This is an optimization exercise on Yosys and OpenROAD, whose aim is small area, not a production implementation.
Only simulation tests tie the RTL to the original design; equivalence was not proved.
Power and IR drop assume default switching activity.

Design crossbar, start of the top module:
module crossbar (
	input clk,
	input reset,
	input master_0_req,				 
	output master_0_ack,
	input master_0_cmd,				 
	output master_0_resp,
	input [31:0] master_0_addr,
	input [31:0] master_0_wdata,
	output [31:0] master_0_rdata,
	input master_1_req,				 
	output master_1_ack,
	input master_1_cmd,				 
	output master_1_resp,
	input [31:0] master_1_addr,
	input [31:0] master_1_wdata,
	output [31:0] master_1_rdata,
	input master_2_req,
	output master_2_ack,
	input master_2_cmd,
	output master_2_resp,
	input [31:0] master_2_addr,
	input [31:0] master_2_wdata,
	output [31:0] master_2_rdata,
	input master_3_req,
	output master_3_ack,
	input master_3_cmd,
	output master_3_resp,
	input [31:0] master_3_addr,
	input [31:0] master_3_wdata,
	output [31:0] master_3_rdata,
	output slave_0_req,
	input slave_0_ack,
	output slave_0_cmd,
	input slave_0_resp,
	input [31:0] slave_0_rdata,
	output [31:0] slave_0_wdata,
	output [31:0] slave_0_addr,
	output slave_1_req,
	input slave_1_ack,
	output slave_1_cmd,
	input slave_1_resp,
	input [31:0] slave_1_rdata,
	output [31:0] slave_1_wdata,
	output [31:0] slave_1_addr,
	output slave_2_req,
	input slave_2_ack,
	output slave_2_cmd,
	input slave_2_resp,
	input [31:0] slave_2_rdata,
	output [31:0] slave_2_wdata,
	output [31:0] slave_2_addr,
	output slave_3_req,
	input slave_3_ack,
	output slave_3_cmd,
	input slave_3_resp,
	input [31:0] slave_3_rdata,
	output [31:0] slave_3_wdata,
	output [31:0] slave_3_addr
	);
Size: about 660 cells after synthesis, ~0.0038 mm^2 of cells after synthesis.
clock: 6.0 ns
lec_check: 0
cap_margin: 20
core_area: 5 5 295 295
cts_buf_list: sky130_fd_sc_hd__clkbuf_4
cts_cluster_size: 20
die_area: 0 0 300 300
slew_margin: 20
synth_hierarchical: 1
standard.sh (not shown) runs the stock make flow with config.mk's settings and CLKGATE_MAP_FILE= SYNTH_SCRIPT=/design/flow/synth_recipe.tcl, a recipe that flattens the netlist after the stock synthesis.
==> flow/flow/run.sh <==
#!/bin/bash
# Standard ORFS synthesis, then every combinational cell swapped to its lowest
# drive strength (the repair steps size up what needs it), then the standard
# ORFS layout with the smallest plain buffer on every port.
set -euo pipefail
RES=orfs/results/$FLOW_PLATFORM/crossbar/base
bash standard.sh synth > synth.log 2>&1
SYNTH_ODB=$RES/1_synth.odb openroad -no_init -exit flow/shrink.tcl > shrink.log 2>&1
bash standard.sh "BUFFER_PORTS_ARGS=-buffer_cell sky130_fd_sc_hd__buf_1" finish > standard.log 2>&1
==> flow/flow/shrink.tcl <==
# Swap every combinational cell of the synthesized netlist to the lowest drive
# strength of the same cell; the later repair steps size up what needs it.
# Flip-flops keep the cell type synthesis gave them.
read_db $::env(SYNTH_ODB)
set db [ord::get_db]
set block [ord::get_db_block]
set n 0
foreach inst [$block getInsts] {
  set m [[$inst getMaster] getName]
  if {![regexp {^(sky130_fd_sc_hd__[a-z0-9]+)_([0-9]+)$} $m -> base drive]} { continue }
  if {[regexp {__(df|ed|sd|dl|conb|tap|fill|decap|diode)} $base]} { continue }
  foreach d {1 0} {
    if {$d eq $drive} { break }
    set nm [$db findMaster ${base}_$d]
    if {$nm ne "NULL"} {
      $inst swapMaster $nm
      incr n
      break
    }
  }
}
puts "shrink: swapped $n cells"
write_db $::env(SYNTH_ODB)
The first run produced a clean layout.
Change:
--- a/flow/config.mk
+++ b/flow/config.mk
@@ -10,2 +10 @@
-export CTS_BUF_LIST = sky130_fd_sc_hd__clkbuf_4
-export CTS_CLUSTER_SIZE = 20
+export CTS_BUF_LIST = sky130_fd_sc_hd__clkbuf_2 sky130_fd_sc_hd__clkbuf_4 sky130_fd_sc_hd__clkbuf_8
@@ -12,0 +12 @@
+export GPL_TIMING_DRIVEN = 0
The new run finished with timing, DRC and antenna clean.
Clock power rose by about 30%.
Final area rose by 3.8%.
Synthesized area is unchanged.
Total power rose by about 2.6%.
Via count fell by 1.0%.
Clock-buffer cell count is unchanged.
Combinational power rose by 2.7%.
Change:
--- a/flow/flow/run.sh
+++ b/flow/flow/run.sh
@@ -9 +9 @@
-bash standard.sh "BUFFER_PORTS_ARGS=-buffer_cell sky130_fd_sc_hd__buf_1" finish > standard.log 2>&1
+bash standard.sh "BUFFER_PORTS_ARGS=-buffer_cell sky130_fd_sc_hd__buf_1" "PLACE_PINS_ARGS=-min_distance 1 -min_distance_in_tracks" finish > standard.log 2>&1
--- a/flow/config.mk
+++ b/flow/config.mk
@@ -9,4 +9,3 @@
-export CORE_AREA = 5 5 295 295
-export CTS_BUF_LIST = sky130_fd_sc_hd__clkbuf_2 sky130_fd_sc_hd__clkbuf_4 sky130_fd_sc_hd__clkbuf_8
-export DIE_AREA = 0 0 300 300
-export GPL_TIMING_DRIVEN = 0
+export CORE_AREA = 5 5 245 245
+export CTS_BUF_LIST = sky130_fd_sc_hd__clkbuf_4
+export DIE_AREA = 0 0 250 250
The new run finished with timing, DRC and antenna clean.
Clock power shrinks by 35%.
Setup slack gets better by 0.48 ns.
Hold slack is about the same.
Design area shrinks by 8.7%.
Utilization grows by 3.4 points.
Count of clock-buffer cells in the layout is unchanged.
Critical path depth shrinks by 2.
Cell count shrinks by 13%.

re-timing with driven ports:
No port has a modelled driver above. Below, the same layouts with a new extraction and two added sets of constraints. Step 1 assumes that a clkbuf_16 drives the clock port and a buf_2 every other input. Step 2 adds t to the input delays and takes it off the output delays; t is the mean of the earliest and latest rising clock arrival at the registers after step 1. Input paths then give back, and output paths get back, about the clock's delay inside the block. Three values: ideal, step 1, step 2; two values: the first two.
run	t (ns)	slack for setup (ns)	worst slew at a driven data input, ns
the first run	0.332	1.490 / 1.406 / 1.406	0.20
the second run	0.275	1.050 / 1.027 / 1.027	0.19
the third run	0.297	1.530 / 1.433 / 1.433	0.15
After both steps every run listed still meets setup and hold. The setup slack of the third run, which loses most, moves by -0.097 ns with the drivers and by -0.097 ns with both steps.
